What follows belongs to an exercise in optimizing a design on an open flow for small area; a production flow would make more cautious choices.
Only simulation tests tie the RTL to the original design; equivalence was not proved.
Power and IR drop assume default switching activity.

## flow/design.v

```verilog
module key_scan(
	input							clk   ,        
	input							rst_n ,        
	input			[4:0]		   key_in,
	output      [4:0]	   	key_out
);
reg [5:0]		timer;
reg [4:0]		new_key;
reg [4:0]		last_key;
wire				flag_up;
always @(posedge clk,negedge rst_n)
begin
	if(!rst_n)
	begin
		timer <=6'd0;
		new_key <= 5'b11111;
	end
	else if(timer == 6'd49)
	begin	
		timer <=6'd0;
		new_key[0] <= key_in[0];
		new_key[1] <= key_in[1];
		new_key[2] <= key_in[2];
		new_key[3] <= key_in[3];
		new_key[4] <= key_in[4];
	end
	else	timer <= timer + 1'b1;
end
always @(posedge clk,negedge rst_n)
if(!rst_n)
	last_key <= 5'b11111;
else
begin
	last_key[0] <= new_key[0];
	last_key[1] <= new_key[1];
	last_key[2] <= new_key[2];
	last_key[3] <= new_key[3];
	last_key[4] <= new_key[4];
end
assign			key_out[0] = (last_key[0])&~new_key[0];
assign			key_out[1] = (last_key[1])&~new_key[1];
assign			key_out[2] = (last_key[2])&~new_key[2];
assign			key_out[3] = (last_key[3])&~new_key[3];
assign			key_out[4] = (~last_key[4])&new_key[4];
endmodule
module count(
	input 					clk  ,     
	input 					rst_n,     
	input			[4:0]		key,
	output 	reg			flag,				 
	output 	reg			flag_001,		 
	output	reg			flag_0001,		 
	output	reg			flag_10s			 
);
parameter    MAX_NUM = 9'd500;    
reg	[8:0]	cnt;						     
always@(posedge clk or negedge rst_n) begin
	if(!rst_n) begin
		cnt  <= 9'b0;
		flag <= 1'b0;
	end
	else if(cnt < MAX_NUM - 1'b1) begin
		cnt  <= cnt + 1'b1;
		flag <= 1'b0;
	end
	else begin
		cnt  <= 9'b0;
		flag <= 1'b1;
	end
end
reg [2:0]			cnt_001;
always@(posedge clk or negedge rst_n ) begin
	if(!rst_n) begin
		cnt_001  <= 3'b0;
		flag_001 <= 1'b0;
	end
	else if(cnt_001 < 3'd5 - 1'b1) begin
		cnt_001  <= cnt_001 + 1'b1;
		flag_001 <= 1'b0;
	end
	else begin
		cnt_001  <= 3'b0;
		flag_001 <= 1'b1;
	end
end
reg [25:0]			cnt_0001;
always@(posedge clk or negedge rst_n ) begin
	if(!rst_n) begin
		cnt_0001  <= 26'b0;
		flag_0001 <= 1'b0;
	end
	else if(cnt_0001 < 26'd500 - 1'b1) begin
		cnt_0001  <= cnt_0001 + 1'b1;
		flag_0001 <= 1'b0;
	end
	else begin
		cnt_0001  <= 26'b0;
		flag_0001 <= 1'b1;
	end
end
reg			[3:0]		cnt_10s;
always@(posedge clk or negedge rst_n ) begin
	if(!rst_n) begin
		cnt_10s  <= 4'd0;
		flag_10s <= 1'b0;
	end
	else if(|key)
		cnt_10s <= 4'd0;
	else 
	begin
		if(flag)
		begin
			if(cnt_10s == 4'd10)
			begin
				cnt_10s <= 4'd0;
				flag_10s <= 1'b1;
			end
			else
			begin
				cnt_10s <= cnt_10s + 1'b1;
				flag_10s <= 1'b0;
			end
		end
	end
end
endmodule
module mode_clock(
	input							clk   ,        
	input							rst_n ,        
	input			[4:0]		   key,
	input			[3:0]			mode_set,
	input			[5:0]			mode_seg,
	input							set,
	input							flag,
	output		reg[23:0]	clock_data,
	output						flag_24h_clk
);
reg						flag_1s;
reg						flag_10s;
reg						flag_60s;
reg						flag_10m;
reg						flag_60m;
reg						flag_10h;
reg						flag_24h;
reg						set_clock;
reg						flag_10s_t0;
reg						flag_10s_t1;
reg						flag_60s_t0;
reg						flag_60s_t1;
reg						flag_10m_t0;
reg						flag_10m_t1;
reg						flag_60m_t0;
reg						flag_60m_t1;
reg						flag_10h_t0;
reg						flag_10h_t1;
reg						flag_24h_t0;
reg						flag_24h_t1;
wire						flag_10s_clk;
wire						flag_60s_clk;
wire						flag_10m_clk;
wire						flag_60m_clk;
wire						flag_10h_clk;
always@(posedge clk,negedge rst_n)
if(!rst_n)
begin
	flag_10s_t0 <= 1'b0;
	flag_10s_t1 <= 1'b0;
	flag_60s_t0 <= 1'b0;
	flag_60s_t1 <= 1'b0;
	flag_10m_t0 <= 1'b0;
	flag_10m_t1 <= 1'b0;
	flag_60m_t0 <= 1'b0;
	flag_60m_t1 <= 1'b0;
	flag_10h_t0 <= 1'b0;
	flag_10h_t1 <= 1'b0;
	flag_24h_t0 <= 1'b0;
	flag_24h_t1 <= 1'b0;
end
else
begin
	flag_10s_t0 <= flag_10s;
	flag_10s_t1 <= flag_10s_t0;
	flag_60s_t0 <= flag_60s;
	flag_60s_t1 <= flag_60s_t0;
	flag_10m_t0 <= flag_10m;
	flag_10m_t1 <= flag_10m_t0;
	flag_60m_t0 <= flag_60m;
	flag_60m_t1 <= flag_60m_t0;
	flag_10h_t0 <= flag_10h;
	flag_10h_t1 <= flag_10h_t0;
	flag_24h_t0 <= flag_24h;
	flag_24h_t1 <= flag_24h_t0;
end
assign flag_10s_clk = ~flag_10s_t1&flag_10s_t0;
assign flag_60s_clk = ~flag_60s_t1&flag_60s_t0;
assign flag_10m_clk = ~flag_10m_t1&flag_10m_t0;
assign flag_60m_clk = ~flag_60m_t1&flag_60m_t0;
assign flag_10h_clk = ~flag_10h_t1&flag_10h_t0;
assign flag_24h_clk = ~flag_24h_t1&flag_24h_t0;
always @(posedge clk , negedge rst_n)
begin
	if(!rst_n)
	begin
		clock_data[3:0] <= 4'd0; 
		flag_10s <= 1'b0;
	end
	else if(mode_set[0]&set)
	begin
		if(~mode_seg[0])
		begin
			if(key[2])
			begin
				if(clock_data[3:0] < 4'd9)
					clock_data[3:0] <= clock_data[3:0] + 1'b1;
				else
					clock_data[3:0] <= 4'd0;
			end
			else if(key[3])
			begin
				if(clock_data[3:0] > 4'd0)
					clock_data[3:0] <= clock_data[3:0] - 1'b1;
				else	
					clock_data[3:0] <= 4'd9;
			end
		end
	end
	else if(flag)
	begin
		if(clock_data[3:0] == 4'd9)
		begin
			flag_10s <= 1'b1;
			clock_data[3:0] <= 4'd0;
		end
		else 
		begin
			clock_data[3:0] <= clock_data[3:0] + 1'd1;
			flag_10s <= 1'b0;
		end
	end
	else
	begin
		flag_10s <= 1'b0;
	end
end
always @(posedge clk , negedge rst_n)
begin
	if(!rst_n)
	begin
		clock_data[7:4] <= 4'd0;
		flag_60s <= 1'b0;
	end
	else if(mode_set[0]&set)
	begin
		if(~mode_seg[1])
		begin
			if(key[2])
			begin
				if(clock_data[7:4] < 4'd5)
					clock_data[7:4] <= clock_data[7:4] + 1'b1;
				else
					clock_data[7:4] <= 4'd0;
			end
			else if(key[3])
			begin
				if(clock_data[7:4] > 4'd0)
					clock_data[7:4] <= clock_data[7:4] - 1'b1;
				else	
					clock_data[7:4] <= 4'd5;
			end
		end
	end
	else if(flag_10s_clk)
	begin
		if(clock_data[7:4] == 4'd5)
		begin
			flag_60s <= 1'b1;
			clock_data[7:4] <= 4'd0;
		end
		else 
		begin
			flag_60s <= 1'b0;
			clock_data[7:4] <= clock_data[7:4] + 1'd1;
		end
	end
	else
	begin
		flag_60s <= 1'b0;
	end
end
always @(posedge clk , negedge rst_n)
begin
	if(!rst_n)
	begin
		clock_data[11:8] <= 4'd0;
		flag_10m <= 1'b0;
	end
	else if(mode_set[0]&set)
	begin
		if(~mode_seg[2])
		begin
			if(key[2])
			begin
				if(clock_data[11:8] < 4'd9)
					clock_data[11:8] <= clock_data[11:8] + 1'b1;
				else
					clock_data[11:8] <= 4'd0;
			end
			else if(key[3])
			begin
				if(clock_data[11:8] > 4'd0)
					clock_data[11:8] <= clock_data[11:8] - 1'b1;
				else	
					clock_data[11:8] <= 4'd9;
			end
		end
	end
	else if(flag_60s_clk)
	begin
		if(clock_data[11:8] == 4'd9)
		begin
			clock_data[11:8] <= 4'd0;
			flag_10m <= 1'b1;
		end
		else 
		begin
			clock_data[11:8] <= clock_data[11:8] + 1'd1;
			flag_10m <= 1'b0;
		end
	end
	else
	begin
		flag_10m <= 1'b0;
	end
end
always @(posedge clk ,negedge rst_n)
begin
	if(!rst_n)
	begin
		clock_data[15:12] <= 4'd0;
		flag_60m <= 1'b0;
	end
	else if(mode_set[0]&set)
	begin
		if(~mode_seg[3])
		begin
			if(key[2])
			begin
				if(clock_data[15:12] < 4'd5)
					clock_data[15:12] <= clock_data[15:12] + 1'b1;
				else
					clock_data[15:12] <= 4'd0;
			end
			else if(key[3])
			begin
				if(clock_data[15:12] > 4'd0)
					clock_data[15:12] <= clock_data[15:12] - 1'b1;
				else	
					clock_data[15:12] <= 4'd5;
			end
		end
	end
	else if(flag_10m_clk)
	begin
		if(clock_data[15:12] == 4'd5)
		begin
			clock_data[15:12] <= 4'd0;
			flag_60m <= 1'b1;
		end
		else 
		begin
			clock_data[15:12] <= clock_data[15:12] + 1'd1;
			flag_60m <= 1'b0;
		end
	end
	else
	begin
		flag_60m <= 1'b0;
	end
end
always @(posedge clk ,negedge rst_n)
begin
	if(!rst_n)
	begin
		clock_data[19:16] <= 4'd6;
		flag_10h <= 1'b0;
	end
	else if(mode_set[0]&set)
	begin
		if(~mode_seg[4])
		begin
			if(clock_data[23:20] == 4'd0 || clock_data[23:20] == 4'd1)
			begin
				if(key[2])
				begin
					if(clock_data[19:16] < 4'd9)
						clock_data[19:16] <= clock_data[19:16] + 1'b1;
					else 
						clock_data[19:16] <= 4'd0;
				end
				if(key[3])
				begin
					if(clock_data[19:16] > 4'd0)
						clock_data[19:16] <= clock_data[19:16] - 1'b1;
					else 
						clock_data[19:16] <= 4'd9;
				end
			end
			else if(clock_data[23:20] == 4'd2)
			begin
				if(key[2])
				begin
					if(clock_data[19:16] < 4'd3)
						clock_data[19:16] <= clock_data[19:16] + 1'b1;
					else 
						clock_data[19:16] <= 4'd0;
				end
				if(key[3])
				begin
					if(clock_data[19:16] > 4'd0)
						clock_data[19:16] <= clock_data[19:16] - 1'b1;
					else 
						clock_data[19:16] <= 4'd3;
				end
			end
		end
	end
	else if(flag_60m_clk)
	begin
		if(clock_data[23:20] == 4'd0||clock_data[23:20] == 4'd1)
		begin
			if(clock_data[19:16] == 4'd9)
			begin
				clock_data[19:16] <= 4'd0;
				flag_10h <= 1'b1;
			end
			else 
			begin
				clock_data[19:16] <= clock_data[19:16] + 1'b1;
				flag_10h <= 1'b0;
			end
		end
		else if(clock_data[23:20] == 4'd2)
		begin
			if(clock_data[19:16] == 4'd3)
			begin
				clock_data[19:16] <= 4'd0;
				flag_10h <= 1'b1;
			end
			else 
			begin
				clock_data[19:16] <= clock_data[19:16] + 1'b1;
				flag_10h <= 1'b0;
			end
		end
	end
	else
	begin
		flag_10h <= 1'b0;
	end
end
always @(posedge clk ,negedge rst_n)
begin
	if(!rst_n)
	begin
		clock_data[23:20] <= 4'd0;
		flag_24h <= 1'b0;
	end
	else if(mode_set[0]&set)
	begin
		if(~mode_seg[5])
		begin
			if(clock_data[19:16] > 4'd3)
			begin
				if(key[2])
				begin
					if(clock_data[23:20] < 4'd1)
						clock_data[23:20]<= clock_data[23:20] +1'b1;
					else
						clock_data[23:20]<= 4'd0;
				end
				else if(key[3])
				begin
					if(clock_data[23:20] > 4'd0)
						clock_data[23:20]<= clock_data[23:20] - 1'b1;
					else
						clock_data[23:20]<= 4'd1;
				end
			end
			else if(clock_data[19:16] <= 4'd3)
			begin
				if(key[2])
				begin
					if(clock_data[23:20] < 4'd2)
						clock_data[23:20]<= clock_data[23:20] +1'b1;
					else
						clock_data[23:20]<= 4'd0;
				end
				else if(key[3])
				begin
					if(clock_data[23:20] > 4'd0)
						clock_data[23:20]<= clock_data[23:20] - 1'b1;
					else
						clock_data[23:20]<= 4'd2;
				end
			end			 
		end
	end
	else if(flag_10h_clk)
	begin
		if(clock_data[23:20] == 4'd2)
		begin
			clock_data[23:20] <= 4'd0;
			flag_24h <= 1'b1;
		end
		else 
		begin
			clock_data[23:20] <= clock_data[23:20] + 1'd1;
			flag_24h <= 1'b0;
		end
	end
	else
	begin
		flag_24h <= 1'b0;
	end
end
endmodule
module mode_date(
	input							clk   ,        
	input							rst_n ,        
	input			[4:0]		   key,
	input			[3:0]			mode_set,
	input			[5:0]			mode_seg,
	input							set,
	input							flag_24h_clk,
	output		reg[23:0]	date_data
);
reg								flag_d;
reg								flag_m;
reg								flag_d_t0;
reg								flag_d_t1;
reg								flag_m_t0;
reg								flag_m_t1;
wire								flag_d_clk;
wire								flag_m_clk;
always@(posedge clk,negedge rst_n)
if(!rst_n)
begin
	flag_d_t0 <= 1'b0;
	flag_d_t1 <= 1'b0;
	flag_m_t0 <= 1'b0;
	flag_m_t1 <= 1'b0;
end
else
begin
	flag_d_t0 <= flag_d;
	flag_d_t1 <= flag_d_t0;	
	flag_m_t0 <= flag_m;
	flag_m_t1 <= flag_m_t0;
end
assign  flag_d_clk = ~flag_d_t1&flag_d_t0;
assign  flag_m_clk = ~flag_m_t1&flag_m_t0;
always @(posedge clk,negedge rst_n)
begin
	if(!rst_n)
	begin
		date_data[7:0] <= 8'd22;
		flag_d <= 1'b0;
	end
	else if(mode_set[1]&set)
	begin
		if(mode_seg == 6'b111100)
		begin
			if(date_data[15:8] == 8'd1 ||
				date_data[15:8] == 8'd3 ||
				date_data[15:8] == 8'd5 ||
				date_data[15:8] == 8'd7 ||
				date_data[15:8] == 8'd8 ||
				date_data[15:8] == 8'd10||
				date_data[15:8] == 8'd12
			)
			begin
				if(key[2])
				begin
					if(date_data[7:0] < 8'd31)
						date_data[7:0]<= date_data[7:0] + 1'b1;
					else	
						date_data[7:0] <= 8'd1;
				end
				else if(key[3])
				begin
					if(date_data[7:0] > 8'd1)
						date_data[7:0] <= date_data[7:0] -1'b1;
					else
						date_data[7:0] <= 8'd31;
				end
			end
			else if(date_data[15:8] == 8'd4 ||
					  date_data[15:8] == 8'd6 ||
					  date_data[15:8] == 8'd9 ||
					  date_data[15:8] == 8'd11
			)
			begin
				if(key[2])
				begin
					if(date_data[7:0] < 8'd30)
						date_data[7:0]<= date_data[7:0] + 1'b1;
					else	
						date_data[7:0] <= 8'd1;
				end
				else if(key[3])
				begin
					if(date_data[7:0] > 8'd1)
						date_data[7:0] <= date_data[7:0] -1'b1;
					else
						date_data[7:0] <= 8'd30;
				end
			end
			else if(date_data[15:8] == 8'd2)
			begin
				if(key[2])
				begin
					if(date_data[7:0] < 8'd28)
						date_data[7:0]<= date_data[7:0] + 1'b1;
					else	
						date_data[7:0] <= 8'd1;
				end
				else if(key[3])
				begin
					if(date_data[7:0] > 8'd1)
						date_data[7:0] <= date_data[7:0] -1'b1;
					else
						date_data[7:0] <= 8'd28;
				end
			end
		end
	end
	else if(flag_24h_clk)
	begin
		if(date_data[15:8] == 8'd1 ||
			date_data[15:8] == 8'd3 ||
			date_data[15:8] == 8'd5 ||
			date_data[15:8] == 8'd7 ||
			date_data[15:8] == 8'd8 ||
			date_data[15:8] == 8'd10||
			date_data[15:8] == 8'd12
		)
		begin
			if(date_data[7:0] >= 8'd31)
			begin
				date_data[7:0] <= 8'd1;
				flag_d <= 1'b1;
			end
			else
			begin
				date_data[7:0] <= date_data[7:0] + 1'b1;
				flag_d <= 1'b0;
			end
		end	
		else if(date_data[15:8] == 8'd4 ||
				  date_data[15:8] == 8'd6 ||
				  date_data[15:8] == 8'd9 ||
				  date_data[15:8] == 8'd11
		)
		begin
			if(date_data[7:0] >= 8'd30)
			begin
				date_data[7:0] <= 8'd1;
				flag_d <= 1'b1;
			end
			else
			begin
				date_data[7:0] <= date_data[7:0] + 1'b1;
				flag_d <= 1'b0;
			end
		end
		else if(date_data[15:8] == 8'd2
		)
		begin
			if(date_data[7:0] >= 8'd28)
			begin
				date_data[7:0] <= 8'd1;
				flag_d <= 1'b1;
			end
			else
			begin
				date_data[7:0] <= date_data[7:0] + 1'b1;
				flag_d <= 1'b0;
			end
		end
	end
end
always @(posedge clk , negedge rst_n)
begin
	if(!rst_n)
	begin
		date_data[15:8] <= 8'd1; 
		flag_m <= 1'b0;
	end
	else if(mode_set[1]&set)
	begin
		if(mode_seg == 6'b110011)
		begin
			if(key[2])
			begin
				if(date_data[15:8] < 8'd12)
					date_data[15:8] <= date_data[15:8] + 1'b1;
				else
					date_data[15:8] <= 8'd1;
			end
			else if(key[3])
			begin
				if(date_data[15:8] > 8'd1 )
					date_data[15:8] <= date_data[15:8] - 1'b1;
				else
					date_data[15:8] <= 8'd12;
			end
		end
	end
	else if(flag_d_clk)
	begin
		if(date_data[15:8] == 8'd12)
		begin
			date_data[15:8] <= 8'd1;
			flag_m           <= 1'b1;
		end
		else
		begin	
			date_data[15:8] <= date_data[15:8]+1'b1;
			flag_m           <= 1'b0;	
		end
	end
end
always @(posedge clk , negedge rst_n)
begin
	if(!rst_n)
	begin
		date_data[23:16] <= 8'd21; 
	end
	else if(mode_set[1]&set)
	begin
		if(mode_seg == 6'b001111)
		begin
			if(key[2])
			begin
				if(date_data[23:16] < 8'd99)
					date_data[23:16] <= date_data[23:16] + 1'b1;
				else
					date_data[23:16] <= 8'd0;
			end
			else if(key[3])
			begin
				if(date_data[23:16] > 8'd0 )
					date_data[23:16] <= date_data[23:16] - 1'b1;
				else
					date_data[23:16] <= 8'd99;
			end
		end
	end
	else if(flag_m_clk)
	begin
		if(date_data[23:16] == 8'd99)
		begin
			date_data[23:16] <= 8'd0;
		end
		else
		begin	
			date_data[23:16] <= date_data[23:16]+1'b1;
		end
	end
end
endmodule
module mode_watch(
	input					clk,
	input					rst_n,
	input		[4:0]		key,
	input		[3:0]		mode_set,
	input		[5:0]		mode_seg,
	input					flag_001,
	output	reg	[23:0]	watch_data
);
reg						run;
always @(posedge clk, negedge rst_n)
begin
	if(!rst_n)
		run <= 1'b0;
	else if(mode_set[2] & key[3])
		run <= 1'b0;
	else if(mode_set[2] & key[2])
		run <= ~run;
end
always @(posedge clk, negedge rst_n)
begin
	if(!rst_n)
		watch_data <= 24'd0;
	else if(mode_set[2] & key[3])
		watch_data <= 24'd0;
	else if(run & flag_001)
	begin
		if(watch_data[3:0] != 4'd9)
			watch_data[3:0] <= watch_data[3:0] + 1'b1;
		else
		begin
			watch_data[3:0] <= 4'd0;
			if(watch_data[7:4] != 4'd9)
				watch_data[7:4] <= watch_data[7:4] + 1'b1;
			else
			begin
				watch_data[7:4] <= 4'd0;
				if(watch_data[11:8] != 4'd9)
					watch_data[11:8] <= watch_data[11:8] + 1'b1;
				else
				begin
					watch_data[11:8] <= 4'd0;
					if(watch_data[15:12] != 4'd5)
						watch_data[15:12] <= watch_data[15:12] + 1'b1;
					else
					begin
						watch_data[15:12] <= 4'd0;
						if(watch_data[19:16] != 4'd9)
							watch_data[19:16] <= watch_data[19:16] + 1'b1;
						else
						begin
							watch_data[19:16] <= 4'd0;
							if(watch_data[23:20] != 4'd5)
								watch_data[23:20] <= watch_data[23:20] + 1'b1;
							else
								watch_data[23:20] <= 4'd0;
						end
					end
				end
			end
		end
	end
end
endmodule
module mode_alarm(
	input							clk   ,        
	input							rst_n ,        
	input			[4:0]		   key,
	input			[3:0]			mode_set,
	input			[5:0]			mode_seg,
	input							set,
	input			[23:0]		clock_data,
	output		reg[19:0]		alarm_data_1,
	output		reg[19:0]		alarm_data_2,
	output		reg[3:0]			alarm_data_mode,
	output		[1:0]				alarm_up_clk
);
reg		[1:0]			alarm_make_t0	;
reg		[1:0]			alarm_make_t1	;
reg		[1:0]			alarm_make		;
always@(posedge clk,negedge rst_n)
if(!rst_n)
begin
	alarm_make_t0 <= 2'b00;
	alarm_make_t1 <= 2'b00;
end
else
begin
	alarm_make_t0[0] <= alarm_make[0]	;
	alarm_make_t1[0] <= alarm_make_t0[0];
	alarm_make_t0[1] <= alarm_make[1]	;
	alarm_make_t1[1] <= alarm_make_t0[1];
end
assign	alarm_up_clk[0] = ~alarm_make_t1[0]&alarm_make_t0[0];
assign	alarm_up_clk[1] = ~alarm_make_t1[1]&alarm_make_t0[1];
always@(posedge clk or negedge rst_n) 
begin
	if(!rst_n) 
	begin
		alarm_make[1:0] <= 2'b00;
	end
	else if(clock_data[23:0] == {alarm_data_1[15:0],8'd1})  
	begin
		if(alarm_data_1[19:16] == 4'd1)
		begin
			alarm_make[0] <= 1'b1; 
		end
		else if(alarm_data_1[19:16] == 4'd2)
		begin
			alarm_make[1] <= 1'b1; 
		end
	end
	else if(clock_data[23:0] == {alarm_data_2[15:0],8'd1})  
	begin
		if(alarm_data_2[19:16] == 4'd1)
		begin
			alarm_make[0] <= 1'b1; 
		end
		else if(alarm_data_2[19:16] == 4'd2)
		begin
			alarm_make[1] <= 1'b1; 
		end
	end
	else
		alarm_make <= 2'b00;
end
always @(posedge	clk,negedge rst_n)
begin
	if(!rst_n)
		alarm_data_mode[3:0] <= 4'd1;
	else if(mode_set == 4'b1000)
	begin
		if(key[2]&set)
		begin
			if(~mode_seg[0])
			begin
				if(alarm_data_mode[3:0] < 4'd2)
					alarm_data_mode[3:0] <= alarm_data_mode[3:0] + 1'd1;
				else
					alarm_data_mode[3:0]<=4'd1;
			end
		end
		if(key[3]&set)
		begin
			if(~mode_seg[0])
			begin
				if(alarm_data_mode[3:0] > 4'd1)
					alarm_data_mode[3:0] <= alarm_data_mode[3:0] - 1'd1;
				else
					alarm_data_mode[3:0]<=4'd2;
			end
		end		
	end
end
always @(posedge	clk,negedge rst_n)
begin
	if(!rst_n)begin
		alarm_data_1[19:16] <= 4'd1;
		alarm_data_1[3:0]		<=4'd0;
		alarm_data_1[7:4]		<=4'd1;
		alarm_data_1[11:8]	<=4'd6;
		alarm_data_1[15:12]	<=4'd0;
	end
	else 
	begin
		if(mode_set[3]&set)
		begin
			if(key[2])
			begin
				if(alarm_data_mode[3:0] == 4'd1)
				begin
					if(~mode_seg[1])begin
						if(alarm_data_1[19:16] < 4'd2)
							alarm_data_1[19:16] <= alarm_data_1[19:16] +1'b1;
						else	
							alarm_data_1[19:16] <= 1'd0;
					end			
					else if(~mode_seg[2])begin
						if(alarm_data_1[3:0] < 4'd9)
							alarm_data_1[3:0] <= alarm_data_1[3:0] +1'b1;
						else	
							alarm_data_1[3:0] <= 1'd0;
					end
					else if(~mode_seg[3])begin
						if(alarm_data_1[7:4] < 3'd5)
							alarm_data_1[7:4] <= alarm_data_1[7:4] +1'b1;	
						else
							alarm_data_1[7:4] <= 1'd0;
					end
					else if(~mode_seg[4])begin
						if(alarm_data_1[11:8] < 2'd3)
							alarm_data_1[11:8] <= alarm_data_1[11:8] +1'b1;
						else	
							alarm_data_1[11:8] <= 1'd0;
					end
					else if(~mode_seg[5])begin
						if(alarm_data_1[15:12] < 2'd2)
							alarm_data_1[15:12] <= alarm_data_1[15:12] +1'b1;
						else
							alarm_data_1[15:12] <=1'd0;
					end
				end
			end
			else if(key[3])
			begin
				if(alarm_data_mode[3:0] == 4'd1)
				begin
					if(~mode_seg[1])begin
						if(alarm_data_1[19:16] > 1'd0)
							alarm_data_1[19:16] <= alarm_data_1[19:16] -1'b1;
						else	
							alarm_data_1[19:16] <= 4'd2;
					end
					else if(~mode_seg[2])begin
						if(alarm_data_1[3:0] > 1'd0)
							alarm_data_1[3:0] <= alarm_data_1[3:0] -1'b1;
						else	
							alarm_data_1[3:0] <= 4'd9;
					end
					else if(~mode_seg[3])begin
						if(alarm_data_1[7:4] > 1'd0)
							alarm_data_1[7:4] <= alarm_data_1[7:4] -1'b1;	
						else
							alarm_data_1[7:4] <= 3'd5;
					end
					else if(~mode_seg[4])begin
						if(alarm_data_1[11:8] > 1'd0)
							alarm_data_1[11:8] <= alarm_data_1[11:8] -1'b1;
						else	
							alarm_data_1[11:8] <= 2'd3;
					end
					else if(~mode_seg[5])begin
						if(alarm_data_1[15:12] > 1'd0)
							alarm_data_1[15:12] <= alarm_data_1[15:12]-1'b1;
						else
							alarm_data_1[15:12] <=2'd2;
					end
				end
			end
		end	
	end
end
always @(posedge	clk,negedge rst_n)
begin
	if(!rst_n)begin
		alarm_data_2[19:16] <= 4'd0;
		alarm_data_2[3:0]		<=4'd5;
		alarm_data_2[7:4]		<=4'd1;
		alarm_data_2[11:8]	<=4'd6;
		alarm_data_2[15:12]	<=4'd0;
	end
	else 
	begin
		if(mode_set[3]&set)
		begin
			if(key[2])
			begin
				if(alarm_data_mode[3:0] == 4'd2)
				begin
					if(~mode_seg[1])begin
						if(alarm_data_2[19:16] < 4'd2)
							alarm_data_2[19:16] <= alarm_data_2[19:16] +1'b1;
						else	
							alarm_data_2[19:16] <= 1'd0;
					end			
					else if(~mode_seg[2])begin
						if(alarm_data_2[3:0] < 4'd9)
							alarm_data_2[3:0] <= alarm_data_2[3:0] +1'b1;
						else	
							alarm_data_2[3:0] <= 1'd0;
					end
					else if(~mode_seg[3])begin
						if(alarm_data_2[7:4] < 3'd5)
							alarm_data_2[7:4] <= alarm_data_2[7:4] +1'b1;	
						else
							alarm_data_2[7:4] <= 1'd0;
					end
					else if(~mode_seg[4])begin
						if(alarm_data_2[11:8] < 2'd3)
							alarm_data_2[11:8] <= alarm_data_2[11:8] +1'b1;
						else	
							alarm_data_2[11:8] <= 1'd0;
					end
					else if(~mode_seg[5])begin
						if(alarm_data_2[15:12] < 2'd2)
							alarm_data_2[15:12] <= alarm_data_2[15:12] +1'b1;
						else
							alarm_data_2[15:12] <=1'd0;
					end
				end
			end
			else if(key[3])
			begin
				if(alarm_data_mode[3:0] == 4'd2)
				begin
					if(~mode_seg[1])begin
						if(alarm_data_2[19:16] > 1'd0)
							alarm_data_2[19:16] <= alarm_data_2[19:16] -1'b1;
						else	
							alarm_data_2[19:16] <= 4'd2;
					end
					else if(~mode_seg[2])begin
						if(alarm_data_2[3:0] > 1'd0)
							alarm_data_2[3:0] <= alarm_data_2[3:0] -1'b1;
						else	
							alarm_data_2[3:0] <= 4'd9;
					end
					else if(~mode_seg[3])begin
						if(alarm_data_2[7:4] > 1'd0)
							alarm_data_2[7:4] <= alarm_data_2[7:4] -1'b1;	
						else
							alarm_data_2[7:4] <= 3'd5;
					end
					else if(~mode_seg[4])begin
						if(alarm_data_2[11:8] > 1'd0)
							alarm_data_2[11:8] <= alarm_data_2[11:8] -1'b1;
						else	
							alarm_data_2[11:8] <= 2'd3;
					end
					else if(~mode_seg[5])begin
						if(alarm_data_2[15:12] > 1'd0)
							alarm_data_2[15:12] <= alarm_data_2[15:12]-1'b1;
						else
							alarm_data_2[15:12] <=2'd2;
					end
				end
			end
		end	
	end
end
endmodule
module alarm(	
			input						clk 	,
			input						rst_n	,
			input		[4:0]			key	,
			input		[1:0]			alarm_up_clk,
			input		[23:0]		clock_data,
			output					beer
);
localparam 	L_1=7'd95,
				L_2=7'd85,
				L_3=7'd76,
				L_4=7'd72,
				L_5=7'd64,
				L_6=7'd57,
				L_7=7'd51,
				M_1=7'd48,
				M_2=7'd43,
				M_3=7'd38,
				M_4=7'd36,
				M_5=7'd32,
				M_6=7'd28,
				M_7=7'd25,
				H_1=7'd24,
				H_2=7'd21,
				H_3=7'd19,
				H_4=7'd18,
				H_5=7'd16,
				H_6=7'd14,
				H_7=7'd13,
				O	 =7'd0	 ;
 reg flag_en_1,flag_en_2,flag_en_key;
 reg	[6:0]	state_key	;
 reg	 [7:0] 	state			;
 reg	[3:0]	clock_data_t;
 reg	flag_en_1_re,flag_en_2_re;
 always@(posedge clk, negedge rst_n) begin
	  if(!rst_n)
	  begin
			flag_en_1 <= 1'b0;
			flag_en_2 <= 1'b0;
			flag_en_key <= 1'b0;
			flag_en_1_re <= 1'b0;
			flag_en_2_re <= 1'b0;
			clock_data_t <= 4'd0;
	  end
	  else if(alarm_up_clk[0])   
			flag_en_1 <= 1'b1;
	  else if(alarm_up_clk[1])   
			flag_en_2 <= 1'b1;
	  else if(key)
	  begin
			  flag_en_key <= 1'b1;
			  if(key[2]&(flag_en_1|flag_en_2))
			  begin
					 flag_en_1 <= 1'b0;
					 flag_en_2 <= 1'b0;
					 flag_en_1_re <= 1'b0;
					 flag_en_2_re <= 1'b0;
					 clock_data_t <= 4'd0;
			  end
			  else if(key[3]&flag_en_1 == 1'b1)
			  begin
					flag_en_1 <= 1'b0;
					flag_en_1_re <= 1'b1;
					clock_data_t <= clock_data[11:8];
			  end
			  else if(key[3]&flag_en_2 == 1'b1)
			  begin
					flag_en_2 <= 1'b0;
					flag_en_2_re <= 1'b1;
					clock_data_t <= clock_data[11:8];
			  end
	  end
	  else if((clock_data[11:8] - clock_data_t == 4'd5||clock_data_t - clock_data[11:8]==4'd5)&flag_en_1_re == 1'b1)
	  begin
			flag_en_1 <= 1'b1;
	  end
	  else if((clock_data[11:8] - clock_data_t == 4'd5||clock_data_t - clock_data[11:8]==4'd5)&flag_en_2_re == 1'b1)
	  begin
			flag_en_2 <= 1'b1;
	  end
	  else if(flag_en_1&flag_en_2)
		begin
				flag_en_2 <= 1'b0;
				flag_en_1 <= 1'b1;
		end
	  else if(state_key == 7'd69)
			flag_en_key <= 1'b0;
	  else
	  begin
			clock_data_t <= clock_data_t;
			flag_en_key <= flag_en_key;
			flag_en_1 <= flag_en_1;
			flag_en_2 <= flag_en_2;
	  end
 end 
 reg beep_r;    
 reg [6:0] count, pitch;			 
 reg [6:0] count1;					 
reg	[6:0] TIME;   
 assign beer = beep_r;
 always@(posedge clk, negedge rst_n) begin
	  if(!rst_n) begin
			count <= 7'h0;
			beep_r <= 1'b0;
			state_key <= 7'd0;
	  end 
	  else if(flag_en_1|flag_en_2) begin
			count <= count + 1'b1;
			if(count == pitch) begin
				 count <= 7'h0;
				 beep_r <= !beep_r;
			end 
	  end
	  else if(flag_en_key)
	  begin
			state_key <= state_key + 1'b1;
			begin
				count <= count +1'b1;
				if(count == M_3)
				begin	
					 count <= 7'h0;
					 beep_r <= !beep_r;
				end
		   end
			if(state_key == 7'd69)
				state_key <= 7'd0;
	  end
	  else begin
			count <= 7'h0;
			beep_r <= 1'b0;            
	  end 
 end 
 always@(posedge clk, negedge rst_n) begin
	  if(!rst_n) begin
			count1 <= 7'd0;
			state <= 8'd0;
	  end
	  else if(flag_en_1|flag_en_2) begin
			if(count1 < TIME) 
				 count1 <= count1 + 1'b1;
			else begin
				 count1 <= 7'd0;
				 if(state == 8'd65)
					  state <= 8'd0;
				 else
					  state <= state + 1'b1;        
			end         
	  end 
	  else begin
			count1 <= 7'd0;
			state <= 8'd0;
	  end            
 end 
 always@(posedge	clk, negedge rst_n) 
 begin
	 if(!rst_n)
	 begin
		  TIME <= 7'd0;
		  pitch <= 7'd0;
	 end
	 else if(flag_en_1)
	 begin
		  TIME <= 7'd120;
		  case(state)
				8'd0		:	pitch <=M_1;
				8'd1		:	pitch <=H_1;
				8'd2		:	pitch <=M_7;
				8'd3		:	pitch <=M_5;
				8'd4		:	pitch <=M_2;
				8'd5		:	pitch <=M_2;
				8'd6		:	pitch <=M_2;
				8'd7		:	pitch <=M_3;
				8'd8		:	pitch <=M_3;
				8'd9		:	pitch <=M_3;
				8'd10		:	pitch <=	O;
				8'd11		:	pitch <=M_1;
				8'd12		:	pitch <=H_1;
				8'd13		:	pitch <=M_7;
				8'd14		:	pitch <=M_5;
				8'd15		:	pitch <=M_2;
				8'd16		:	pitch <=M_2;
				8'd17		:	pitch <=M_2;
				8'd18		:	pitch <=M_2;
				8'd19		:	pitch <=M_1;
				8'd20		:	pitch <=M_2;
				8'd21		:	pitch <=M_5;
				8'd22		:	pitch <=M_5;
				8'd23		:	pitch <=M_3;
				8'd24		:	pitch <=M_3;
				8'd25		:	pitch <=M_3;
				8'd26		:	pitch <=O;	
				8'd27		:	pitch <=L_6;
				8'd28		:	pitch <=L_6;
				8'd29		:	pitch <=L_7;
				8'd30		:	pitch <=M_1;
				8'd31		:	pitch <=M_3;
				8'd32		:	pitch <=M_6;
				8'd33		:	pitch <=M_6;
				8'd34		:	pitch <=O;
				8'd35		:	pitch <=L_6;
				8'd36 	:	pitch <=L_6;
				8'd37		:	pitch <=L_7;
				8'd38		:	pitch <=M_1;
				8'd39		:	pitch <=M_3;
				8'd40		:	pitch <=M_5;
				8'd41		:	pitch <=M_5; 
				8'd42		:	pitch <=O;
				8'd43		:	pitch <=L_5;
				8'd44		:	pitch <=L_6;
				8'd45		:	pitch <=L_7;
				8'd46		:	pitch <=M_1;
				8'd47		:	pitch <=M_3;
				8'd48		:	pitch <=M_6;
				8'd49		:	pitch <=M_5;
				8'd50		:	pitch <=M_6;
				8'd51 	:	pitch <=M_7;
				8'd52		:	pitch <=H_1;
				8'd53		:	pitch <=M_7;
				8'd54		:	pitch <=H_1;
				8'd55		:	pitch <=H_2;
				8'd56		:	pitch <=M_7;	
				8'd57		:	pitch <=M_7;
				8'd58		:	pitch <=M_7;
				8'd59		:	pitch <= O ;
				default	:	pitch <= 7'd0; 
		  endcase
	 end
	 else if(flag_en_2)
	 begin
		  TIME <= 7'd90;
		  case(state)
				8'd0		: pitch <= H_1;
				8'd1		: pitch <= H_1;
				8'd2		: pitch <= O;
				8'd3		: pitch <= H_1;
				8'd4		: pitch <= H_1;
				8'd5		: pitch <= O;
				8'd6		: pitch <= H_1;		  
				8'd7		: pitch <= H_1;	
				8'd8		: pitch <= O;	
				8'd9		: pitch <= M_3;					
				8'd10		: pitch <= M_4;					
				8'd11		: pitch <= M_5;					
				8'd12		: pitch <= M_6;
				8'd13		: pitch <= M_5;				
				8'd14		: pitch <= M_3;
				8'd15		: pitch <= M_5;
				8'd16		: pitch <= M_5;
				8'd17	   : pitch <= H_1;
				8'd18    : pitch <= H_2;
				8'd19    : pitch <= H_3;
				8'd20    : pitch <= H_3;
				8'd21    : pitch <= H_3;
				8'd22    : pitch <= H_3;
				8'd23    : pitch <= H_3;
				8'd24    : pitch <= H_3;
				8'd25 	: pitch <= H_1;
				8'd26 	: pitch <= H_2;
				8'd27 	: pitch <= H_3;
				8'd28 	: pitch <= H_2;
				8'd29 	: pitch <= H_2;
				8'd30 	: pitch <= H_1;
				8'd31 	: pitch <= H_2;
				8'd32 	: pitch <= H_2;
				8'd33 	: pitch <= H_3;
				8'd34 	: pitch <= H_2;
				8'd35		: pitch <= H_1;
				8'd36		: pitch <= H_1;
				8'd37		: pitch <= H_1;
				8'd38		: pitch <= H_1;
				8'd39 	: pitch <= H_1;		  
				8'd40		: pitch <= H_1;	
				8'd41		: pitch <= M_3;					
				8'd42		: pitch <= M_4;					
				8'd43		: pitch <= M_5;					
				8'd44		: pitch <= M_6;
				8'd45		: pitch <= M_5;				
				8'd46		: pitch <= M_3;
				8'd47		: pitch <= M_5;
				8'd48		: pitch <= M_5;
				8'd49	   : pitch <= H_1;
				8'd50    : pitch <= H_2;
				8'd51		: pitch <= H_3;
				8'd52		: pitch <= H_3;
				8'd53		: pitch <= H_3;
				8'd54		: pitch <= H_3;
				8'd55		: pitch <= O;
				8'd56		: pitch <= H_2;
				8'd57		: pitch <= H_2;
				8'd58		: pitch <= H_2;
				8'd59		: pitch <= H_2;
				8'd60		: pitch <= O;
				8'd61		: pitch <= H_1;
				8'd62		: pitch <= H_1;
				8'd63		: pitch <= H_1;
				8'd64		: pitch <= H_1;
				8'd65    : pitch <= O;
				default:                     pitch <= 7'd0; 
		  endcase
	 end
 end 
endmodule 
module seg_led(
	input							clk   ,        
	input							rst_n ,        
	input			[5:0]					mode_seg,
	input			[3:0]					mode_set,
	input									flag_s,
	input			[23:0]				clock_data,  			 
	input			[23:0]				watch_data,
	input			[23:0]				date_data,
	input			[19:0]		alarm_data_1,
	input			[19:0]		alarm_data_2,
	input			[3:0]			alarm_data_mode,
	output		reg[5:0]			seg_sel,		 
	output		reg[7:0]			seg_led,		 
	output		reg[3:0]			led
);
localparam	MAX_NUM	  = 4'd10;    
reg		[3:0]				cnt0;
reg		[23:0]				num;			   
reg								flag;			   
reg		[2:0]					cnt_sel;		   
reg      [3:0]             num_disp;	   
reg								dot_disp;      
always@(posedge clk or negedge rst_n) begin
	if(!rst_n)begin
		num <= 24'b0;
		led <= 4'b0000;
	end
	else if(mode_set == 4'b0001)
	begin
		led <= 4'b0001;
		num[23:20] <= clock_data[23:20];
		num[19:16] <= clock_data[19:16];
		num[15:12] <= clock_data[15:12];
		num[11:8]  <= clock_data[11:8];
		num[7:4]   <= clock_data[7:4];
		num[3:0]   <= clock_data[3:0];
	end
	else if(mode_set == 4'b0010)
	begin
		led <= 4'b0010;
		num[23:20] <= date_data[23:16]/8'd10;
		num[19:16] <= date_data[23:16]%8'd10;
		num[15:12] <= date_data[15:8]/8'd10;
		num[11:8]  <= date_data[15:8]%8'd10;
		num[7:4]   <= date_data[7:0]/8'd10;
		num[3:0]   <= date_data[7:0]%8'd10;
	end
	else if(mode_set == 4'b0100)
	begin
		led <= 4'b0100;
		num[23:20] <= watch_data[23:20];
		num[19:16] <= watch_data[19:16];
		num[15:12] <= watch_data[15:12];
		num[11:8]  <= watch_data[11:8];
		num[7:4]   <= watch_data[7:4];
		num[3:0]   <= watch_data[3:0];
	end
	else if(mode_set == 4'b1000)
	begin
		led <= 4'b1000;
		if(alarm_data_mode[3:0] == 4'd1)
		begin
			num[23:20] <= alarm_data_1[15:12];
			num[19:16] <= alarm_data_1[11:8];
			num[15:12] <= alarm_data_1[7:4];
			num[11:8]  <= alarm_data_1[3:0];
			num[7:4]   <= alarm_data_1[19:16];
			num[3:0]   <= alarm_data_mode[3:0];
		end
		if(alarm_data_mode[3:0] == 4'd2)
		begin
			num[23:20] <= alarm_data_2[15:12];
			num[19:16] <= alarm_data_2[11:8];
			num[15:12] <= alarm_data_2[7:4];
			num[11:8]  <= alarm_data_2[3:0];
			num[7:4]   <= alarm_data_2[19:16];
			num[3:0]   <= alarm_data_mode[3:0];
		end
	end
end
always@(posedge clk or negedge rst_n) begin
	if(!rst_n) begin
		cnt0 <= 4'b0;
		flag <= 1'b0;
	end
	else if(cnt0 < MAX_NUM - 1'b1) begin
		cnt0 <= cnt0 + 1'b1;
		flag <= 1'b0;
	end
	else begin
		cnt0 <= 4'b0;
		flag <= 1'b1;
	end
end
always @ (posedge clk or negedge rst_n) begin
    if (rst_n == 1'b0)
        cnt_sel <= 3'b0;
    else if(flag) begin
        if(cnt_sel < 3'd5)
            cnt_sel <= cnt_sel + 1'b1;
        else
            cnt_sel <= 3'b0;
    end
    else
        cnt_sel <= cnt_sel;
end
always@(posedge clk or negedge rst_n)
begin
	if(!rst_n) 
	begin
		seg_sel  <= 6'b111111;            
		num_disp <= 4'b0; 
		dot_disp <= 1'b1;                 
	end
	else 
	begin
		case (cnt_sel)
			3'd0 :begin
				if(flag_s||mode_seg[0])
				begin
					seg_sel  <= 6'b111110;    
					num_disp <= num[3:0];    
					dot_disp <= 1'b1;
				end
				else seg_sel  <= 6'b111111;
			end
			3'd1 :begin
				if(flag_s||mode_seg[1])
				begin
					seg_sel  <= 6'b111101;   
					num_disp <= num[7:4];    
					dot_disp <= 1'b1;
				end
				else seg_sel  <= 6'b111111;
			end
			3'd2 :begin
				if(flag_s||mode_seg[2])
				begin
					seg_sel  <= 6'b111011;   
					num_disp <= num[11:8];    
					dot_disp <= 1'b0;
				end
				else
				begin
					seg_sel  <= 6'b111011;
					num_disp <= 8'd10;
					dot_disp <= 1'b0;
				end
			end
			3'd3 :begin
				if(flag_s||mode_seg[3])
				begin
					seg_sel  <= 6'b110111;   
					num_disp <= num[15:12];    
					dot_disp <= 1'b1;
				end
				else seg_sel  <= 6'b111111;
			end
			3'd4 :begin
				if(flag_s||mode_seg[4])
				begin
					seg_sel  <= 6'b101111;   
					num_disp <= num[19:16];    
					dot_disp <= 1'b0;
				end
				else
				begin
					seg_sel  <= 6'b101111;
					num_disp <= 8'd10;
					dot_disp <= 1'b0;
				end
			end
			3'd5 :begin
				if(flag_s||mode_seg[5])
				begin
					seg_sel  <= 6'b011111;   
					num_disp <= num[23:20];    
					dot_disp <= 1'b1;
				end 
				else seg_sel  <= 6'b111111;
			end
			default :begin
			  seg_sel  <= 6'b111111;
			  num_disp <= 4'b0;
			  dot_disp <= 1'b1;
			end
		endcase
	end
end
always @ (posedge clk or negedge rst_n) begin
    if (!rst_n)begin
        seg_led <= 8'hc0;
	 end 
    else begin
        case (num_disp)
            4'd0 : seg_led <= {dot_disp,7'b1000000};  
            4'd1 : seg_led <= {dot_disp,7'b1111001};  
            4'd2 : seg_led <= {dot_disp,7'b0100100};  
            4'd3 : seg_led <= {dot_disp,7'b0110000};  
            4'd4 : seg_led <= {dot_disp,7'b0011001};  
            4'd5 : seg_led <= {dot_disp,7'b0010010};  
            4'd6 : seg_led <= {dot_disp,7'b0000010};  
            4'd7 : seg_led <= {dot_disp,7'b1111000};  
            4'd8 : seg_led <= {dot_disp,7'b0000000};  
            4'd9 : seg_led <= {dot_disp,7'b0010000};  
				4'd10: seg_led <= {dot_disp,7'b1111111};  
            default: 
						 seg_led <= {dot_disp,7'b1000000};
        endcase
    end
end
endmodule
module mode_sel(
	input							clk   ,        
	input							rst_n ,        
	input 		[4:0]			key   ,
	input							flag_10s,
	output   reg   [3:0] 	mode_set,		 
	output	reg				set,				 
	output	reg				flag_s,			 
	output	reg[5:0]			mode_seg			 
);
always @(posedge clk,negedge rst_n)
begin
	if(!rst_n)
	begin 
		mode_set <= 4'b0001;		 
	end
	else if(flag_10s)
		mode_set <= 4'b0001;
	else if(key[4] == 1'b1 & set == 1'b0) 
	begin
		if(mode_set == 4'b1000)
			mode_set <= 4'b0001;
		else
			mode_set <= mode_set<<1;
	end
	else 
		mode_set <= mode_set;
end
always @(posedge clk,negedge rst_n)
begin
	if(!rst_n)
		set <= 1'b0;	 
	else if(key[0] == 1'b1)
	begin
		if(mode_set[2])
			set <= 1'b0;
		else
			set <= ~set;
	end
end
reg				set_t0;
reg				set_t1;
wire				set_clk;
always@(posedge clk,negedge rst_n)
if(!rst_n)
begin
	set_t0 <= 1'b0;
	set_t1 <= 1'b0;
end
else
begin
	set_t0 <= set;
	set_t1 <= set_t0;
end
assign set_clk =  ~set_t1&set_t0;
always@(posedge clk,negedge rst_n)
begin
	if(!rst_n)
	begin
		mode_seg <= 6'b111110;
	end
	else if(set_clk)
	begin
		if(mode_set == 4'b0010)
			mode_seg <= 6'b111100;
		else
			mode_seg <= 6'b111110;
	end
	else if(set)
	begin
		if(mode_set == 4'b0010)
		begin
			if(key[1])
			begin	
				if(mode_seg == 6'b001111)
					mode_seg <= 6'b111100;
				else 
					mode_seg <= (mode_seg  << 2)|6'b000011;
			end
		end
		else
		begin
			if(key[1])
			begin	
				if(mode_seg == 6'b011111)
					mode_seg <= 6'b111110;
				else 
					mode_seg <= (mode_seg  << 1)|6'b000001;
			end
		end
	end
	else
		mode_seg <= 6'b111110;	
end
reg [8:0]		pwm_seg;
always@(posedge clk or negedge rst_n) 
begin
	if(!rst_n) 
	begin
		pwm_seg <= 9'd0;
		flag_s <= 1'b1;
	end
	else if(set == 1'b1)
	begin
		if(pwm_seg <= 9'd200) 
		begin
			pwm_seg <= pwm_seg + 1'd1;
			flag_s <= 1'b1;
		end
		else if(pwm_seg <= 9'd300)
		begin
			pwm_seg <= pwm_seg + 1'd1;
			flag_s <= 1'b0;
		end
		else if(pwm_seg < 9'd500)
		begin
			pwm_seg <= pwm_seg + 1'd1;
			flag_s <= 1'b1;
		end
		else begin
			pwm_seg <= 9'd0;
			flag_s <= 1'b0;
		end
	end
	else if(set == 1'b0) 
	begin
		flag_s <= 1'b1;
	end
end
endmodule
module top(
    input            sys_clk  ,        
    input            sys_rst_n,        
	 input	[4:0]		key_in,
    output    [5:0]  seg_sel  ,        
    output    [7:0]  seg_led 	,        
	 output	  [3:0]	led		,
	 output				beer
);
wire    [23:0]  clock_data;                  
wire		[4:0]   key;									 
wire    [3:0]   mode_set;							 
wire    [5:0]   mode_seg;							 
wire				 set;
wire				 flag;
wire				 flag_s;
wire				 flag_001;
wire				 flag_0001;
wire				 flag_10s;
wire				 flag_24h_clk;
wire	  [23:0]	 date_data;							 
wire	  [23:0]	 watch_data;						 
wire	  [19:0]	 alarm_data_1;
wire	  [19:0]	 alarm_data_2;
wire	  [3:0]	 alarm_data_mode;
wire	  [1:0]	 alarm_up_clk;
key_scan u_key_scan(
		.clk			(sys_clk),
		.rst_n		(sys_rst_n),
		.key_in		(key_in),				 
		.key_out		(key)	   		   	 
);
count u_count(
		.clk			(sys_clk),
		.rst_n		(sys_rst_n),
		.key			(key),
		.flag			(flag),					 
		.flag_001 	(flag_001),				 
		.flag_0001	(flag_0001),			 
		.flag_10s	(flag_10s)				 
);
mode_clock u_clock(
		.clk			(sys_clk),
		.rst_n		(sys_rst_n),
		.key			(key),				 
		.mode_set	(mode_set),			 
		.mode_seg	(mode_seg),			 
		.set			(set),				 
		.flag_24h_clk		(flag_24h_clk), 
		.flag					(flag),		 
		.clock_data			(clock_data)	 
);
mode_date u_date(
		.clk				(sys_clk),
		.rst_n			(sys_rst_n),
		.key				(key),				 
		.mode_set		(mode_set),			 
		.mode_seg		(mode_seg),			 
		.set				(set),				 
		.flag_24h_clk	(flag_24h_clk),
		.date_data		(date_data)			 
);
mode_watch u_watch(
		.clk				(sys_clk),
		.rst_n			(sys_rst_n),
		.key				(key),				 
		.mode_set		(mode_set),			 
		.mode_seg		(mode_seg),			 
		.flag_001		(flag_001),			 
		.watch_data		(watch_data)		 
);
mode_alarm uu_alarm(
		.clk			(sys_clk),
		.rst_n		(sys_rst_n),
		.key			(key),				 
		.mode_set	(mode_set),			 
		.mode_seg	(mode_seg),			 
		.set			(set),				 
		.clock_data	(clock_data), 
		.alarm_data_1			(alarm_data_1),	 
		.alarm_data_2			(alarm_data_2),	 
		.alarm_data_mode		(alarm_data_mode), 
		.alarm_up_clk			(alarm_up_clk)	 
);
alarm  alarm_music(
		.clk				(sys_clk),
		.rst_n			(sys_rst_n),
		.key				(key),					 
		.clock_data		(clock_data),
		.alarm_up_clk	(alarm_up_clk),		 
		.beer				(beer) 
);
seg_led u_seg_led(
		.clk			(sys_clk),
		.rst_n		(sys_rst_n),
		.mode_seg	(mode_seg),	 
		.flag_s		(flag_s),	 
		.mode_set	(mode_set),  
		.seg_sel		(seg_sel),	 
		.seg_led		(seg_led),	 
		.led			(led),
		.clock_data			(clock_data),		 
		.date_data			(date_data),		 
		.watch_data			(watch_data),		 
		.alarm_data_1		(alarm_data_1),	 
		.alarm_data_2		(alarm_data_2),	 
		.alarm_data_mode	(alarm_data_mode)	 
);
mode_sel u_mode(
		.clk			(sys_clk),
		.rst_n		(sys_rst_n),
		.key			(key),			 
		.flag_10s	(flag_10s),		
		.mode_set	(mode_set),		 
		.set			(set),			 
		.flag_s		(flag_s),		 
		.mode_seg	(mode_seg)		 
);
endmodule
```

## flow/config.mk

```make
export PLATFORM = sky130hd
export DESIGN_NAME = top
export DESIGN_NICKNAME = top
export VERILOG_FILES = /design/flow/design.v
export SDC_FILE = /design/flow/constraint.sdc
export NUM_CORES = 4
export LEC_CHECK = 0
export CAP_MARGIN = 20
export CORE_MARGIN = 2
export CORE_UTILIZATION = 40
export SLEW_MARGIN = 20
```

## flow/run.sh

```bash
#!/bin/bash
# synth_recipe.tcl (not shown) runs the flow's synth.tcl, then flattens the netlist and writes it again
# the make line also repeats each setting of config.mk as NAME=value (left out here)
make -C /OpenROAD-flow-scripts/flow DESIGN_CONFIG=/design/flow/config.mk WORK_HOME=/design/flow/orfs CLKGATE_MAP_FILE= SYNTH_SCRIPT=/design/flow/synth_recipe.tcl finish
```

## flow/constraint.sdc

```tcl
create_clock -name core_clock -period 10.0 [get_ports {sys_clk}]
set_input_delay 2.0000 -clock core_clock [delete_from_list [all_inputs] [get_ports {sys_clk}]]
set_output_delay 2.0000 -clock core_clock [all_outputs]
set_load 0.01 [all_outputs]
```

==> notes.md <==
## worst paths after layout
check                      cells after the start            startpoint              endpoint
max                                            1  u_seg_led.seg_sel[1]            seg_sel[1]
min reg2reg                                    0   u_clock.flag_10m_t0   u_clock.flag_10m_t1
max reg2reg                                    7    u_mode.mode_set[1]     u_seg_led.num[19]
min in group asynchronous                      1             sys_rst_n  alarm_music.pitch[1]
min                                            0   u_clock.flag_10m_t0   u_clock.flag_10m_t1
max in group asynchronous                      2             sys_rst_n   u_clock.flag_60s_t1
## Yosys cell counts (18+ instances only)
library cell	number	area, um^2
a211oi_1	30	225.2
o31ai_1	38	285.3
and3_1	26	162.7
inv_1	105	394.1
xnor2_1	43	376.6
a22o_1	18	157.7
a31oi_1	51	319.1
mux2_2	18	202.7
mux2i_1	26	260.3
clkbuf_1	145	544.3
nand3_1	96	480.5
o221ai_1	18	157.7
dfrtp_1	264	6606
dfstp_2	45	1182
o21ai_0	256	1281
o22ai_1	29	181.4
nand2b_1	44	275.3
o211ai_1	26	195.2
nor4_1	20	125.1
nor2_1	263	987.2
a21o_1	18	135.1
nor2b_1	31	193.9
ha_1	119	1489
nor3_1	73	365.4
buf_2	25	125.1
nand2_1	281	1055
xor2_1	46	402.9
a21oi_1	170	850.8
or3_1	18	112.6
## final cells by class
type | instances | area, um^2 | share of cell area
clock buffer | 45 | 1028 | 0.04388
clock inverter | 23 | 305.3 | 0.01302
inverter | 108 | 405.4 | 0.01729
multi-input combinational | 2029 | 12620 | 0.5385
sequential | 309 | 7789 | 0.3323
tap | 688 | 860.8 | 0.03672
timing repair buffer | 44 | 430.4 | 0.01836
## layer usage
metal  track usage  vias to the layer above  share of wire
met5             0                        -              0
met4       0.08531                        0          0.033
met3       0.02680                      102          0.051
met2        0.3468                      552           0.46
met1        0.2998                     9526           0.46
li1              -                     9312              -
## through the flow
stage                       util  total power, W  hold slack [ps]  cell area [um^2]
after floorplan                -        0.001275            346.3             21510
after global placement    0.4174        0.001304            351.1             22060
after detailed placement  0.4174        0.001305            359.8             22060
after CTS                 0.4426        0.002805            368.9             23400
after global routing      0.4434        0.002857            380.1             23440
final                     0.4434        0.002769            367.5             23440
## where the power goes
part / switching, W / internal, W
registers: 0 / 0.00125
clock network: 0.000570 / 0.000917
logic: 0.0000252 / 0.00000504
## logic make-up after synthesis
| family | count (synthesis) | synth area share |
|---|---|---|
| AO/OA/AOI/OAI | 811 | 0.2408 |
| XOR/XNOR | 89 | 0.03625 |
| adder cells (fa/ha/maj) | 123 | 0.07209 |
| buffers and inverters | 291 | 0.05259 |
| flip-flops | 309 | 0.3622 |
| multiplexers | 45 | 0.02257 |
| AND/OR/NAND/NOR | 961 | 0.2135 |
## flip-flops by register name, summed over array words and instances, names as in the netlist, 7 cells and up
| signal | flops |
|---|---|
| u_seg_led.seg_led | 8 |
| u_watch.watch_data | 24 |
| uu_alarm.alarm_data_1 | 20 |
| alarm_music.count1 | 7 |
| u_count.cnt | 9 |
| u_clock.clock_data | 24 |
| alarm_music.state_key | 7 |
| alarm_music.state | 8 |
| alarm_music.pitch | 7 |
| u_seg_led.num | 24 |
| alarm_music.count | 7 |
| uu_alarm.alarm_data_2 | 20 |
| u_mode.pwm_seg | 9 |
| u_date.date_data | 24 |
## cell usage in the layout (no fill, tap or decap), drive strengths merged, types with 18 or more instances in the layout
cell type / instances
buf: 20
o211ai: 26
or3: 18
clkdlybuf4s50: 24
clkbuf: 45
a31oi: 51
dfrtp: 264
nor2b: 31
nor2: 263
nor4: 22
o31ai: 38
xnor2: 43
dfstp: 45
nand2b: 44
xor2: 46
nor3: 73
nand2: 281
mux2i: 26
a21o: 18
a21oi: 171
nand3: 96
and3: 26
ha: 119
a211oi: 31
inv: 106
o22ai: 29
mux2: 18
o21ai: 260
o221ai: 19
a22o: 18
==> impl_metrics.tcl <==
set metrics [dict create \
    vias_per_cell 6.005 \
    drtIter0Drc 1732 \
    hold_buffers 0 \
    gp_congestion 0.9215 \
    power_per_cell_area_mw_per_mm2 118.1 \
    die_area_mm2 0.05563 \
    grt_pass1_wl_um 99390 \
    synth_edf_count 0 \
    clk_pin_slew_ps 50 \
    min_period_ps 3606 \
    cts-root-buf "clkbuf_16" \
    core_area_mm2 0.05287 \
    async_flop_share 1.000 \
    critPathKind "reg -> out" \
    diodes 0 \
    placed_cells 3177 \
    endpoint_kind "primary output" \
    synthesis.nets 2757 \
    cp-start-kind "register" \
    layoutNonFillerInstCount 3246 \
    area_growth_pct 9.000 \
    synthFlopType "dfrtp_1" \
    clock_latency_ps 570 \
    syn_inst 2629 \
    drt_wl_total_um 61300 \
    core.rowCount 84 \
    slew_headroom 0.2548 \
    final_nets 2659 \
    fmaxAchievable_mhz 277.4 \
    route.vias.total 19492 \
    fillCellCount 5190 \
    cts_tree "yes" \
    synth_area_per_cell_um2 8.180 \
    yosys_warnings 9 \
    path_cells "clkdlybuf4s50_1" \
    crit_buf_inv 1 \
    fin_ws_ps 6394 \
    layout-drive-gt1-share 0.07349 \
    drv_slew 0 \
    cellLeakagePower_nw 9.737 \
    io_pins 26 \
    cts_buffers 39 \
    track_usage 0.2173 \
    cp_data_required_time_ps 8000 \
    drv_cap 0 \
    ys_ff_latch 309 \
    io_buffers 25 \
    ant_nets 0 \
    slowest_delay_ps 520 \
    synth_area_mm2 0.02151 \
    slowest_stage "dfstp_2" \
    dp_slack_ps 6555 \
    cts_setup_buffers 0 \
    clock_skew_ps 40.74 \
    overflow 0 \
    setup_tns_ps 0 \
    clock_path_buffers 3 \
    hold_violations 0 \
    drcViolationCount 0 \
    initial_utilization 0.4068 \
    rsz0062_at_grt "no" \
    cp_top_family "flip-flops" \
    period_share 0.3606 \
    hold_path_class "reg -> reg" \
    first_global_vias 18231 \
    worst-endpoint-arrival_ps 1610 \
    ff2ff_setup_slack_ps 6730 \
    numClockSinks 309 \
    ys_types 90 \
    critPathMaxFanout 1 \
    seq_area_frac_synth 0.3622 \
    grt_max_degree 169 \
    place_hpwl_um 42520 \
    htreeDepth 2 \
    outcome "timing/DRC/antenna clean" \
    detail_route.first_pass.iterations 6 \
    worst_slew_pin_slew_ps 1118 \
    setup_viol 0 \
    dieWidth_um 235.9 \
    ir_worst_vdd_uv 92.49 \
    grt_antenna_before_repair 0 \
    die_h_um 235.9 \
    post_cts.resized_instances 0 \
    post_drt_wl_per_cell_um 18.89 \
]

==> afterwards: timing with drivers on the ports <==
How much do the figures lean on ideal ports? The routed layout below was timed once more, with nothing changed but the port constraints. Step 1 assumes that a clkbuf_16 drives the clock port and a buf_2 every other input. Step 2 also shifts input and output timing later by t, the mid clock arrival at the registers, as if the neighbouring blocks saw the same clock. Three values: ideal ports, drivers, drivers and shift; two values: the first two.
t (ns): 0.613
setup WS [ns]: 6.394 / 6.333 / 6.531
hold WS [ns]: 0.367 / 0.367 / 0.367
worst setup path after step 2: input, reset recovery
After both steps this run still meets setup and hold. The setup slack of this run moves by -0.061 ns with the drivers and by +0.137 ns with both steps. Setup slack includes reset recovery checks.
